From an optimization exercise on the open Yosys and OpenROAD flow, aimed at small area and a short achievable clock period; shortcuts taken in it are not production practice.
At most, simulation tests tie the RTL to the original design; equivalence was not proved.

Design convolution, start of the top module:
module convolution (
    input clk,
    input rst,
    input signed [15:0] x_in,
    output signed [31:0] y_out,
    output signed [31:0] y_out_t
);
==> flow/config.mk <==
export PLATFORM = sky130hd
export DESIGN_NAME = convolution
export DESIGN_NICKNAME = convolution
export VERILOG_FILES = /design/flow/design.v
export SDC_FILE = /design/flow/constraint.sdc
export NUM_CORES = 4
export LEC_CHECK = 0
export ABC_AREA = 1
export CAP_MARGIN = 20
export CORE_MARGIN = 2
export CORE_UTILIZATION = 40
export CTS_CLUSTER_DIAMETER = 80
export CTS_CLUSTER_SIZE = 28
export SLEW_MARGIN = 20
export SYNTH_HIERARCHICAL = 1
==> flow/constraint.sdc <==
create_clock -name core_clock -period 15.0 [get_ports {clk}]
set_input_delay 3.0000 -clock core_clock [delete_from_list [all_inputs] [get_ports {clk}]]
set_output_delay 3.0000 -clock core_clock [all_outputs]
set_load 0.01 [all_outputs]
standard.sh (not shown) runs the stock make flow with config.mk's settings and CLKGATE_MAP_FILE= SYNTH_SCRIPT=/design/flow/synth_recipe.tcl, a recipe that flattens the netlist after the stock synthesis.
==> flow/flow/run.sh <==
#!/bin/bash
# Standard ORFS layout, with repair_timing asked to keep a larger setup margin
# than the clock period needs, so that it works on the paths that set the
# achieved period.  Constraints (constraint.sdc) are unchanged.
set -euo pipefail
export SETUP_SLACK_MARGIN=10.8
bash standard.sh finish > standard_finish.log 2>&1
The first run completed with no timing, DRC or antenna violations.
Next try:
Settings changed: ABC_AREA 1 to default.
Outcome:
- final cell count is lower by 8.1%
- wire length went down by 4.5%
- via count falls by 6.3%
Next try:
Settings changed: PLACE_DENSITY from default to 0.75.
After rerunning:
- The new run completed with no timing, DRC or antenna violations
- final cell count stays the same
- sequential share of layout area is about the same
- routed wire length goes down by about 2.5%
- worst hold slack got worse by 0.012 ns
- non-clock buffer count goes up by 7
- synthesized area does not change
- register-to-register slack stays flat
Function was not checked in any run of this note: the RTL went through the layout flow alone.

---

convolution, a different RTL version from the one above (not shown whole).
For scale: roughly 2,400 cells after synthesis, roughly 82 I/O pins, ~0.043 mm² of cells after synthesis.
Settings: LEC_CHECK=0, CAP_MARGIN=20, CORE_MARGIN=2, CORE_UTILIZATION=40, SLEW_MARGIN=20, SYNTH_HIERARCHICAL=1; clock period 15.0 ns.
==> flow/flow/run.sh <==
#!/bin/bash
# Standard ORFS layout, with repair_timing asked to keep a larger setup margin
# than the clock period needs, so that it works on the paths that set the
# achieved period.  Constraints (constraint.sdc) are unchanged.
set -euo pipefail
export SETUP_SLACK_MARGIN=11.5
bash standard.sh finish > standard_finish.log 2>&1
Rerun with:
==> flow/run.sh (new file) <==
#!/bin/bash
# synth_recipe.tcl (not shown) runs the flow's synth.tcl, then flattens the netlist and writes it again
# the make line also repeats each setting of config.mk as NAME=value (left out here)
make -C /OpenROAD-flow-scripts/flow DESIGN_CONFIG=/design/flow/config.mk WORK_HOME=/design/flow/orfs CLKGATE_MAP_FILE= SYNTH_SCRIPT=/design/flow/synth_recipe.tcl finish
removed: flow/flow/run.sh
removed: flow/standard.sh
Result: Clock skew hardly moves; worst setup slack got worse by 0.49 ns; die area does not change; via count drops by a few percent; final cell count is lower by a few percent; global-route usage came out lower by 1.4 points; non-clock buffer count drops by 236; synthesized cell count does not change; count of clock-buffer cells in the layout came out lower by 2.
Rerun with:
==> flow/flow/run.sh (new file) <==
#!/bin/bash
# Standard ORFS layout, with repair_timing asked to keep a larger setup margin
# than the clock period needs, so that it works on the paths that set the
# achieved period.  Constraints (constraint.sdc) are unchanged.
set -euo pipefail
export SETUP_SLACK_MARGIN=10.5
bash standard.sh finish > standard_finish.log 2>&1
==> flow/standard.sh (new file) <==
#!/bin/bash
# synth_recipe.tcl (not shown) runs the flow's synth.tcl, then flattens the netlist and writes it again
# the make line also repeats each setting of config.mk as NAME=value (left out here)
make -C /OpenROAD-flow-scripts/flow DESIGN_CONFIG=/design/flow/config.mk WORK_HOME=/design/flow/orfs CLKGATE_MAP_FILE= SYNTH_SCRIPT=/design/flow/synth_recipe.tcl "${@:-finish}"
removed: flow/run.sh
Result: Wire length increases by 4.2%. Synthesized area is unchanged. Worst setup slack gains 0.52 ns. Register-to-register slack gets better by 0.52 ns.
Rerun with:
--- a/flow/flow/run.sh
+++ b/flow/flow/run.sh
@@ -6 +6 @@
-export SETUP_SLACK_MARGIN=10.5
+export SETUP_SLACK_MARGIN=11.0
Clock-buffer cell count falls by 9.
Non-clock buffer count rises by 69.
Fmax falls by 0.53%.
Via count rises by about 2%.
Synthesized cell count stays the same.
Die area stays the same.
No functional check of the RTL was part of any run of this note.

---

convolution, a different RTL version from the one above (not shown whole).
Size in the first run: roughly 2,600 cells after synthesis, ~850 flip-flops, ~82 I/O pins.
// convolution
module convolution (
    input clk,
    input rst,
    input signed [15:0] x_in,
    output signed [31:0] y_out,
    output signed [31:0] y_out_t
);
  reg [15:0] s0;
  reg [15:0] s1;
  reg [15:0] s2;
  reg [15:0] s3;
  reg [15:0] s4;
  reg [15:0] s5;
  reg [15:0] s6;
  reg [15:0] s7;
  reg [15:0] s8;
  reg [15:0] s9;
  reg [15:0] s10;
  reg [15:0] s11;
  reg [15:0] s12;
  reg [15:0] s13;
  reg [15:0] s14;
  reg [15:0] s15;
  reg [15:0] s16;
  reg [15:0] s17;
  reg [15:0] s18;
  reg [15:0] s19;
  reg [15:0] s20;
  reg [15:0] s21;
  reg [15:0] s22;
  reg [15:0] s23;
  reg [15:0] s24;
  reg [15:0] s25;
  reg [15:0] s26;
  reg [15:0] s27;
  reg [15:0] s28;
  reg [15:0] s29;
  reg [15:0] s30;
  reg [15:0] s31;
  reg [15:0] s32;
  reg [15:0] s33;
  reg [15:0] s34;
  reg [15:0] s35;
  reg [15:0] s36;
  reg [15:0] s37;
  reg [15:0] s38;
  reg [15:0] yt;
  reg [30:0] y;
  reg [24:0] v;
  reg [30:0] rs, rc;
  reg ytc1, ytc2, ytc3;    
  reg zr0_0;
  reg zr0_1;
  reg zr1_0;
  reg zr1_1;
  reg zr2_0;
  reg zr2_1;
  reg zr3_0;
  reg zr3_1;
  reg zr4_0;
  reg zr4_1;
  reg zr5_0;
  reg zr5_1;
  reg zr6_0;
  reg zr6_1;
  reg zr7_0;
  reg zr7_1;
  reg zr8_0;
  reg zr8_1;
  reg zr9_0;
  reg zr9_1;
  reg zr10_0;
  reg zr10_1;
  reg zr11_0;
  reg zr11_1;
  reg zr12_0;
  reg zr12_1;
  reg zr13_0;
  reg zr13_1;
  reg zr14_0;
  reg zr14_1;
  reg zr15_0;
  ...
clock: 15.0 ns
lec_check: 0
abc_clock_period_in_ps: 3000
cap_margin: 20
core_margin: 2
core_utilization: 40
cts_cluster_diameter: 80
cts_cluster_size: 28
slew_margin: 20
synth_hierarchical: 1
==> flow/flow/run.sh <==
#!/bin/bash
# Standard ORFS layout, with repair_timing asked to keep a larger setup margin
# than the clock period needs, so that it works on the paths that set the
# achieved period.  Constraints (constraint.sdc) are unchanged.
set -euo pipefail
export SETUP_SLACK_MARGIN=10.8
bash standard.sh finish > standard_finish.log 2>&1
Rerun with:
Settings changed: ABC_CLOCK_PERIOD_IN_PS 3000 to unset, CORE_UTILIZATION 40 to 45, CTS_CLUSTER_DIAMETER 80 to 70, CTS_CLUSTER_SIZE 28 to 32.
The new run produced a clean layout.
Wire length is about the same.
Synthesized area does not change.
Final area stays flat.
Flip-flop and latch count does not change.
Cell count goes down by 4.3%.
Maximum frequency falls by 0.46%.
Rerun with:
Settings changed: CORE_UTILIZATION 45 to 40, CTS_CLUSTER_DIAMETER 70 to 80, CTS_CLUSTER_SIZE 32 to 28, PLACE_DENSITY set to 0.5.
Outcome:
- area after synthesis is unchanged
- die area rises by roughly a tenth
- first-iteration DRC count went down by roughly a tenth
- core utilization decreases by 5.2 points
- clock skew is higher by 0.0052 ns
- critical path depth stays the same
- register-to-register slack stays flat
- worst hold slack is better by 0.0079 ns
- clock-buffer cell count went up by 9
Rerun with:
Settings changed: CAP_MARGIN 20 to 5, PLACE_DENSITY 0.5 to unset, SLEW_MARGIN 20 to 5.
What happened: The changed run produced a clean layout. Register-to-register slack barely changes. Routed wire length decreases by 6.1%. Via count increases by 1.2%. Die area stays the same. Cell area decreases by 1.2%. Setup slack improved by 0.020 ns. First-iteration DRC count increases by 17%. Synthesized cell count stays the same. Count of clock-buffer cells in the layout decreases by 8. Maximum frequency increases by 0.46%.
Rerun with:
Settings changed: CAP_MARGIN 5 to 20, CTS_CLUSTER_DIAMETER 80 to 60, CTS_CLUSTER_SIZE 28 to 20, SLEW_MARGIN 5 to 20.
=> Utilization climbs by 0.33 points; wire length climbs by 0.80%; first-iteration DRC count drops by 3.1%; via count grows by 1.1%; design area rose by 0.73%; flip-flop and latch count stays the same; non-clock buffer count falls by 4; area after synthesis stays the same; cell count came out higher by 0.72%.
Rerun with:
Settings changed: CTS_CLUSTER_DIAMETER 60 to 80, CTS_CLUSTER_SIZE 20 to 28.
Effect:
- via count decreases slightly
- critical path depth increases by 1
- non-clock buffer count increases by 4
- sequential share of layout area increases by 0.31 points
- maximum frequency barely changes
- final area decreases slightly
- utilization decreases by 0.33 points
- setup slack gets worse by 0.0068 ns

---

== run 1 ==
convolution, a different RTL version from the one above (not shown whole).
Size: roughly 2,600 cells after synthesis, about 46,000 sq um of cells after synthesis.
==> flow/design.v (excerpt) <==
module convolution (
    input clk,
    input rst,
    input signed [15:0] x_in,
    output signed [31:0] y_out,
    output signed [31:0] y_out_t
);
clock: 15.0 ns
lec_check: 0
cap_margin: 20
core_margin: 2
core_utilization: 55
cts_cluster_diameter: 60
cts_cluster_size: 30
slew_margin: 20
synth_hierarchical: 1
Scripts as last shown in full above: flow/flow/run.sh
Input changes introduced in run 2 (baseline for comparison: run 1):
Settings: CORE_UTILIZATION: 55 -> 40; CTS_CLUSTER_DIAMETER: 60 -> unset; CTS_CLUSTER_SIZE: 30 -> unset.
diff --git a/flow/flow/run.sh b/flow/flow/run.sh
--- a/flow/flow/run.sh
+++ b/flow/flow/run.sh
@@ -5,3 +5,3 @@
 set -euo pipefail
-export SETUP_SLACK_MARGIN=10.8
+export SETUP_SLACK_MARGIN=11.0
 bash standard.sh finish > standard_finish.log 2>&1
Findings:
All of run 2 and run 1 finish clean.
Summary of run 2 over run 1: maximum clock frequency has decreased, die area went up about 37%, actual transition at the worst max-transition pin shrank by 0.18 ns, maximum clock skew at final layout dropped 0.016 ns.
The following lists how run 3 was set up differently from run 2:
Settings: putting CTS_CLUSTER_DIAMETER at 80 where nothing was set; putting CTS_CLUSTER_SIZE at 24 where nothing was set; swapping 40 for 60 in CORE_UTILIZATION.
### Flow results
From run 2 to run 3 the numbers moved as follows: worst slack at placement now larger; register-to-register path setup slack now smaller; die area now smaller; die outline width now smaller.
Compare run 2 and run 3 | post-layout minimum cycle time lower: run 3
Going from run 2 to run 3, worst setup slack higher, via count -321, sum of routed wire length over all layers went down about 1.7%, sequential fraction of total cell area higher, post-synthesis to final-layout area growth decreased 3.7 points.
Of run 3 and run 2, it is run 3 that has the lower weighted congestion at the end of routability-driven global placement.
--- input diff run 3..run 4 ---
Settings: changing CTS_CLUSTER_SIZE from 24 to 30; changing CTS_CLUSTER_DIAMETER from 80 to 100; changing CORE_UTILIZATION from 60 to 40.
### Flow results
Run 3 -> run 4: length of routed met2 wiring decreased by a few percent
Diff run 3 -> run 4: growth of design area from synthesis to finish has remained practically unchanged; share of the clock period used by the worst path after layout has remained practically unchanged.
Run 3 ended up with y_out_t[24] as its capturing instance or port of the critical path; run 4 ended up with y_out_t[30].
What run 4 reported for detailed-route wire length on metal 1 has to be multiplied by 0.943 to get the figure for run 3.

==> what the ideal ports hide <==
The flow's constraints put no driver on any port. The routed layouts listed below were extracted and timed again, unchanged, in two steps. Step 1, drivers: a clkbuf_16 drives clk and a buf_2 each remaining input, both assumed. Step 2, shift: input delay + t, output delay - t, t = (earliest + latest rising clock arrival at the registers) / 2. This alone moves slack from input paths to output paths. a / b / c = no drivers / after step 1 / after step 2; a / b = the first two.
run | t (ns) | setup slack, ns | worst hold slack (ns) | worst setup path after step 2
the first run of note 1 | 0.696 | 10.679 / 10.609 / 10.182 | 0.350 / 0.350 / 0.350 | input, reset recovery
the second run of note 1 | 0.687 | 10.698 / 10.633 / 10.294 | 0.357 / 0.357 / 0.357 | input to register
the third run of note 1 | 0.679 | 10.692 / 10.626 / 10.310 | 0.345 / 0.345 / 0.345 | input to register
the first run of note 2 | 0.718 | 10.311 / 10.293 / 10.311 | 0.327 / 0.327 / 0.327 | register to register
the second run of note 2 | 0.717 | 9.820 / 9.820 / 9.209 | 0.343 / 0.343 / 0.343 | input, reset recovery
the third run of note 2 | 0.705 | 10.335 / 10.335 / 10.013 | 0.336 / 0.336 / 0.336 | input, reset recovery
the fourth run of note 2 | 0.720 | 10.310 / 10.303 / 10.310 | 0.332 / 0.332 / 0.332 | register to register
the first run of note 3 | 0.692 | 10.711 / 10.644 / 10.373 | 0.345 / 0.345 / 0.345 | input to register
the second run of note 3 | 0.697 | 10.691 / 10.626 / 10.253 | 0.339 / 0.339 / 0.339 | input to register
the third run of note 3 | 0.703 | 10.691 / 10.624 / 10.219 | 0.347 / 0.347 / 0.347 | input, reset recovery
the fourth run of note 3 | 0.692 | 10.711 / 10.644 / 10.373 | 0.345 / 0.345 / 0.345 | input to register
the fifth run of note 3 | 0.721 | 10.718 / 10.653 / 10.227 | 0.340 / 0.340 / 0.340 | input, reset recovery
the sixth run of note 3 | 0.692 | 10.711 / 10.644 / 10.373 | 0.345 / 0.345 / 0.345 | input to register
run 1 | 0.686 | 10.682 / 10.621 / 10.310 | 0.345 / 0.345 / 0.345 | input, reset recovery
run 2 | 0.720 | 10.645 / 10.579 / 10.420 | 0.334 / 0.334 / 0.334 | input to register
run 3 | 0.690 | 10.662 / 10.594 / 10.381 | 0.353 / 0.353 / 0.353 | input, reset recovery
run 4 | 0.681 | 10.676 / 10.610 / 10.436 | 0.344 / 0.344 / 0.344 | input to register
After both steps every run listed still meets setup and hold. For the second run of note 2, which loses most, drivers alone change the setup slack by 0.000 ns; drivers and shift together by -0.611 ns. Setup slack includes reset recovery checks.
